This design comes from an exercise in tuning for small area, a short achievable clock period and few clock cycles per item on the open sky130 flow, not from production work.
Function was checked by simulation only, so behaviour that the tests miss may differ from the original.
The flow treats the clock pin as an ideal source, which a real chip does not have.
Power is estimated from default activity; no workload was simulated.

==> flow/design.v <==
`timescale 1ns / 1ps
module main(
    input clk,
    input rst,
    input start,
    input [7:0] a,
    input [7:0] b,
    output wire ready,
    output wire busy,
    output reg [8:0] y
);
reg ready_r;
reg [4:0] kh;          
reg [9:0] r;           
reg [7:0] x;           
reg ak, bk;            
assign ready = ready_r;
assign busy = ~ready_r;
wire [5:0] ab3 = {a[7:5], b[7:5]};
wire [8:0] qr3;
assign qr3[0] = (ab3 == 6'd9) | (ab3 == 6'd10) | (ab3 == 6'd11) | (ab3 == 6'd12) | (ab3 == 6'd13) | (ab3 == 6'd14) | (ab3 == 6'd15) | (ab3 == 6'd17) | (ab3 == 6'd25) | (ab3 == 6'd29) | (ab3 == 6'd30) | (ab3 == 6'd31) | (ab3 == 6'd33) | (ab3 == 6'd36) | (ab3 == 6'd37) | (ab3 == 6'd38) | (ab3 == 6'd39) | (ab3 == 6'd41) | (ab3 == 6'd43) | (ab3 == 6'd44) | (ab3 == 6'd45) | (ab3 == 6'd49) | (ab3 == 6'd51) | (ab3 == 6'd52) | (ab3 == 6'd57) | (ab3 == 6'd59) | (ab3 == 6'd60) | (ab3 == 6'd63);
assign qr3[1] = (ab3 == 6'd27) | (ab3 == 6'd36) | (ab3 == 6'd38) | (ab3 == 6'd47) | (ab3 == 6'd52) | (ab3 == 6'd61);
assign qr3[2] = (ab3 == 6'd18) | (ab3 == 6'd19) | (ab3 == 6'd20) | (ab3 == 6'd21) | (ab3 == 6'd22) | (ab3 == 6'd23) | (ab3 == 6'd26) | (ab3 == 6'd34) | (ab3 == 6'd36) | (ab3 == 6'd37) | (ab3 == 6'd42) | (ab3 == 6'd44) | (ab3 == 6'd46) | (ab3 == 6'd50) | (ab3 == 6'd53) | (ab3 == 6'd55) | (ab3 == 6'd58) | (ab3 == 6'd62);
assign qr3[3] = (ab3 == 6'd29) | (ab3 == 6'd30) | (ab3 == 6'd31) | (ab3 == 6'd43) | (ab3 == 6'd46) | (ab3 == 6'd47) | (ab3 == 6'd51) | (ab3 == 6'd53) | (ab3 == 6'd54) | (ab3 == 6'd59) | (ab3 == 6'd61);
assign qr3[4] = (ab3 == 6'd63);
assign qr3[5] = (ab3 == 6'd1) | (ab3 == 6'd3) | (ab3 == 6'd5) | (ab3 == 6'd7) | (ab3 == 6'd8) | (ab3 == 6'd9) | (ab3 == 6'd11) | (ab3 == 6'd13) | (ab3 == 6'd15) | (ab3 == 6'd19) | (ab3 == 6'd21) | (ab3 == 6'd23) | (ab3 == 6'd24) | (ab3 == 6'd25) | (ab3 == 6'd26) | (ab3 == 6'd28) | (ab3 == 6'd29) | (ab3 == 6'd31) | (ab3 == 6'd35) | (ab3 == 6'd36) | (ab3 == 6'd38) | (ab3 == 6'd40) | (ab3 == 6'd41) | (ab3 == 6'd42) | (ab3 == 6'd43) | (ab3 == 6'd45) | (ab3 == 6'd46) | (ab3 == 6'd52) | (ab3 == 6'd53) | (ab3 == 6'd55) | (ab3 == 6'd56) | (ab3 == 6'd57) | (ab3 == 6'd58) | (ab3 == 6'd59) | (ab3 == 6'd62) | (ab3 == 6'd63);
assign qr3[6] = (ab3 == 6'd2) | (ab3 == 6'd3) | (ab3 == 6'd6) | (ab3 == 6'd7) | (ab3 == 6'd10) | (ab3 == 6'd11) | (ab3 == 6'd14) | (ab3 == 6'd15) | (ab3 == 6'd16) | (ab3 == 6'd17) | (ab3 == 6'd18) | (ab3 == 6'd19) | (ab3 == 6'd22) | (ab3 == 6'd23) | (ab3 == 6'd24) | (ab3 == 6'd25) | (ab3 == 6'd26) | (ab3 == 6'd30) | (ab3 == 6'd31) | (ab3 == 6'd37) | (ab3 == 6'd38) | (ab3 == 6'd44) | (ab3 == 6'd45) | (ab3 == 6'd46) | (ab3 == 6'd48) | (ab3 == 6'd49) | (ab3 == 6'd50) | (ab3 == 6'd51) | (ab3 == 6'd52) | (ab3 == 6'd53) | (ab3 == 6'd56) | (ab3 == 6'd57) | (ab3 == 6'd58) | (ab3 == 6'd59);
assign qr3[7] = (ab3 == 6'd4) | (ab3 == 6'd5) | (ab3 == 6'd6) | (ab3 == 6'd7) | (ab3 == 6'd12) | (ab3 == 6'd13) | (ab3 == 6'd14) | (ab3 == 6'd15) | (ab3 == 6'd20) | (ab3 == 6'd21) | (ab3 == 6'd22) | (ab3 == 6'd23) | (ab3 == 6'd27) | (ab3 == 6'd28) | (ab3 == 6'd29) | (ab3 == 6'd30) | (ab3 == 6'd31) | (ab3 == 6'd32) | (ab3 == 6'd33) | (ab3 == 6'd34) | (ab3 == 6'd35) | (ab3 == 6'd36) | (ab3 == 6'd37) | (ab3 == 6'd38) | (ab3 == 6'd40) | (ab3 == 6'd41) | (ab3 == 6'd42) | (ab3 == 6'd43) | (ab3 == 6'd44) | (ab3 == 6'd45) | (ab3 == 6'd46) | (ab3 == 6'd48) | (ab3 == 6'd49) | (ab3 == 6'd50) | (ab3 == 6'd51) | (ab3 == 6'd52) | (ab3 == 6'd53) | (ab3 == 6'd56) | (ab3 == 6'd57) | (ab3 == 6'd58) | (ab3 == 6'd59);
assign qr3[8] = (ab3 == 6'd39) | (ab3 == 6'd47) | (ab3 == 6'd54) | (ab3 == 6'd55) | (ab3 == 6'd60) | (ab3 == 6'd61) | (ab3 == 6'd62) | (ab3 == 6'd63);
wire [3:0] q3 = qr3[8:5];
wire [4:0] r3 = qr3[4:0];
wire [4:0] kh_n = ready_r ? 5'b10000 : {1'b0, kh[4:1]};
wire ak_n = |(kh_n & a[4:0]);
wire bk_n = |(kh_n & b[4:0]);
wire [6:0] a_n = ({7{kh_n[4]}} & {4'd0, a[7:5]}) | ({7{kh_n[3]}} & {3'd0, a[7:4]}) |
                 ({7{kh_n[2]}} & {2'd0, a[7:3]}) | ({7{kh_n[1]}} & {1'd0, a[7:2]}) |
                 ({7{kh_n[0]}} & a[7:1]);
wire [6:0] b_n = ({7{kh_n[4]}} & {4'd0, b[7:5]}) | ({7{kh_n[3]}} & {3'd0, b[7:4]}) |
                 ({7{kh_n[2]}} & {2'd0, b[7:3]}) | ({7{kh_n[1]}} & {1'd0, b[7:2]}) |
                 ({7{kh_n[0]}} & b[7:1]);
wire [10:0] sum3 = r + x;
wire [12:0] t  = {sum3, ak & bk, ak ^ bk};
wire [8:0] yinc = y + 9'd1;
wire [12:0] c3 = {y, 3'b100} + {yinc, 2'b01};
wire [13:0] t1 = {1'b0, t} - {3'b0, y, 2'b01};
wire [13:0] t2 = {1'b0, t} - {2'b0, y, 3'b100};
wire [13:0] t3 = {1'b0, t} - {1'b0, c3};
always @(posedge clk) begin
    kh <= kh_n;
    ak <= ak_n;
    bk <= bk_n;
    x <= (ak_n ? a_n : 7'd0) + (bk_n ? b_n : 7'd0);
    if (ready_r) begin
        r <= r3;
    end else begin
        if (!t3[13]) r <= t3[9:0];
        else if (!t2[13]) r <= t2[9:0];
        else if (!t1[13]) r <= t1[9:0];
        else r <= t[9:0];
    end
    if (ready_r) begin
        if (start) y <= q3;
    end else begin
        if (!t3[13]) y <= {yinc[7:0], 1'b1};
        else if (!t2[13]) y <= {yinc[7:0], 1'b0};
        else if (!t1[13]) y <= {y[7:0], 1'b1};
        else y <= {y[7:0], 1'b0};
    end
end
always @(posedge clk)
    if (rst) ready_r <= 1'b1;
    else if (ready_r) ready_r <= ~start;
    else ready_r <= kh[0];
endmodule
==> flow/config.mk <==
export PLATFORM = sky130hd
export DESIGN_NAME = main
export DESIGN_NICKNAME = main
export VERILOG_FILES = /design/flow/design.v
export SDC_FILE = /design/flow/constraint.sdc
export NUM_CORES = 4
export LEC_CHECK = 0
export CAP_MARGIN = 20
export CORE_MARGIN = 2
export CORE_UTILIZATION = 40
export SETUP_SLACK_MARGIN = 0.6
export SLEW_MARGIN = 20
==> flow/constraint.sdc <==
create_clock -name core_clock -period 5.0 [get_ports {clk}]
set_input_delay 1.0000 -clock core_clock [delete_from_list [all_inputs] [get_ports {clk}]]
set_output_delay 1.0000 -clock core_clock [all_outputs]
set_load 0.01 [all_outputs]
run.sh (not shown) runs the stock make flow with config.mk's settings and CLKGATE_MAP_FILE= SYNTH_SCRIPT=/design/flow/synth_recipe.tcl, a recipe that flattens the netlist after the stock synthesis.
Testbench counts at the start, summed over its fixed seeds: cycles 12,288, items 2,048.
Next try:
==> flow/flow/run.sh (new file) <==
#!/bin/bash
# The standard layout (the standard.sh: the standard synthesis, then ORFS to
# the routed layout), with the input and output ports buffered by the smallest
# buffer, sky130_fd_sc_hd__buf_1, instead of the one buffer_ports picks itself.
# make's full output goes to standard.log in the work folder; ORFS's own logs
# stay under orfs/logs.
set -euo pipefail
export BUFFER_PORTS_ARGS="-buffer_cell sky130_fd_sc_hd__buf_1"
bash standard.sh finish > standard.log 2>&1
==> flow/standard.sh (new file) <==
#!/bin/bash
# synth_recipe.tcl (not shown) runs the flow's synth.tcl, then flattens the netlist and writes it again
# the make line also repeats each setting of config.mk as NAME=value (left out here)
make -C /OpenROAD-flow-scripts/flow DESIGN_CONFIG=/design/flow/config.mk WORK_HOME=/design/flow/orfs CLKGATE_MAP_FILE= SYNTH_SCRIPT=/design/flow/synth_recipe.tcl "${@:-finish}"
--- a/flow/config.mk
+++ b/flow/config.mk
@@ -9,4 +9,5 @@
 export CORE_MARGIN = 2
-export CORE_UTILIZATION = 40
-export SETUP_SLACK_MARGIN = 0.6
+export CORE_UTILIZATION = 50
+export PLACE_DENSITY = 0.75
+export SETUP_SLACK_MARGIN = 1.0
 export SLEW_MARGIN = 20
removed: flow/run.sh
Effect: Sequential cell count is unchanged. Sequential share of layout area stays flat. Design area shrinks by 0.56%. Sequential power is about the same. Maximum frequency grows by about 5.5%. Final cell count shrinks by about 3.4%. Wire length grows by 2.4%. Via count grows by 4.1%. Die area shrinks by 19%. Power grows by 7.5%. Synthesized cell count stays the same.
Next try:
==> flow/flow/run.sh (replaced) <==
#!/bin/bash
# The standard layout (the standard.sh: the standard synthesis, then ORFS to
# the routed layout), with two changes:
#  - the input and output ports are buffered by the smallest buffer,
#    sky130_fd_sc_hd__buf_1, instead of the one buffer_ports picks itself;
#  - after CTS, flow/recover.tcl downsizes cells off the critical paths.
# make's full output goes to standard.log in the work folder; ORFS's own logs
# stay under orfs/logs.
set -euo pipefail
export BUFFER_PORTS_ARGS="-buffer_cell sky130_fd_sc_hd__buf_1"
export POST_CTS_TCL="$PWD/flow/recover.tcl"
bash standard.sh finish > standard.log 2>&1
==> flow/flow/recover.tcl (new file) <==
# After CTS and its timing repair: downsize the cells whose paths have slack to
# spare, keeping the setup slack margin that the repair aimed for.
repair_timing -recover_power 100 -setup_margin $::env(SETUP_SLACK_MARGIN) -verbose
detailed_placement
check_placement -verbose
--- a/flow/config.mk
+++ b/flow/config.mk
@@ -9,4 +9,3 @@
 export CORE_MARGIN = 2
-export CORE_UTILIZATION = 50
-export PLACE_DENSITY = 0.75
+export CORE_UTILIZATION = 40
 export SETUP_SLACK_MARGIN = 1.0
Die area increases by 24%.
Synthesized area does not change.
Global-route usage decreases by 4.2 points.
Cell count increases by 4.5%.
Design area barely changes.
Via count decreases by 2.6%.
Clock skew hardly moves.
Setup slack gets better by 110 ps.
Next try:
==> flow/run.sh (new file) <==
#!/bin/bash
# synth_recipe.tcl (not shown) runs the flow's synth.tcl, then flattens the netlist and writes it again
# the make line also repeats each setting of config.mk as NAME=value (left out here)
make -C /OpenROAD-flow-scripts/flow DESIGN_CONFIG=/design/flow/config.mk WORK_HOME=/design/flow/orfs CLKGATE_MAP_FILE= SYNTH_SCRIPT=/design/flow/synth_recipe.tcl finish
--- a/flow/config.mk
+++ b/flow/config.mk
@@ -10,3 +10,3 @@
 export CORE_UTILIZATION = 40
-export SETUP_SLACK_MARGIN = 1.0
+export SETUP_SLACK_MARGIN = 1.5
 export SLEW_MARGIN = 20
removed: flow/flow/run.sh
removed: flow/flow/recover.tcl
removed: flow/standard.sh
Result: The new run completed without violations. Clock-buffer cell count does not change. Final area climbs by 18%. Non-clock buffer count rose by 37.

port drivers added, routing unchanged:
The results above use ideal ports. As a check the final layouts listed here were re-extracted and re-timed, cells and wires unchanged.
Step 1: set_driving_cell puts a clkbuf_16 on clk and a buf_2 on each other input, an assumption about the parent block.
Step 2 adds t to the input delays and takes it off the output delays; t is the mean of the earliest and latest rising clock arrival at the registers after step 1. Input paths then give back, and output paths get back, about the clock's delay inside the block.
a / b / c = ideal ports / drivers / drivers and shift; a / b = the first two.
run	t, ns	setup slack, ns	slew at the worst register clock pin (ns)
the first run	0.329	0.804 / 0.804 / 0.804	0.09 / 0.09
the second run	0.325	1.023 / 1.023 / 1.023	0.09 / 0.09
the third run	0.325	1.135 / 1.135 / 1.135	0.10 / 0.10
the fourth run	0.331	1.162 / 1.162 / 1.162	0.10 / 0.10
After both steps setup and hold are still met in every run listed.
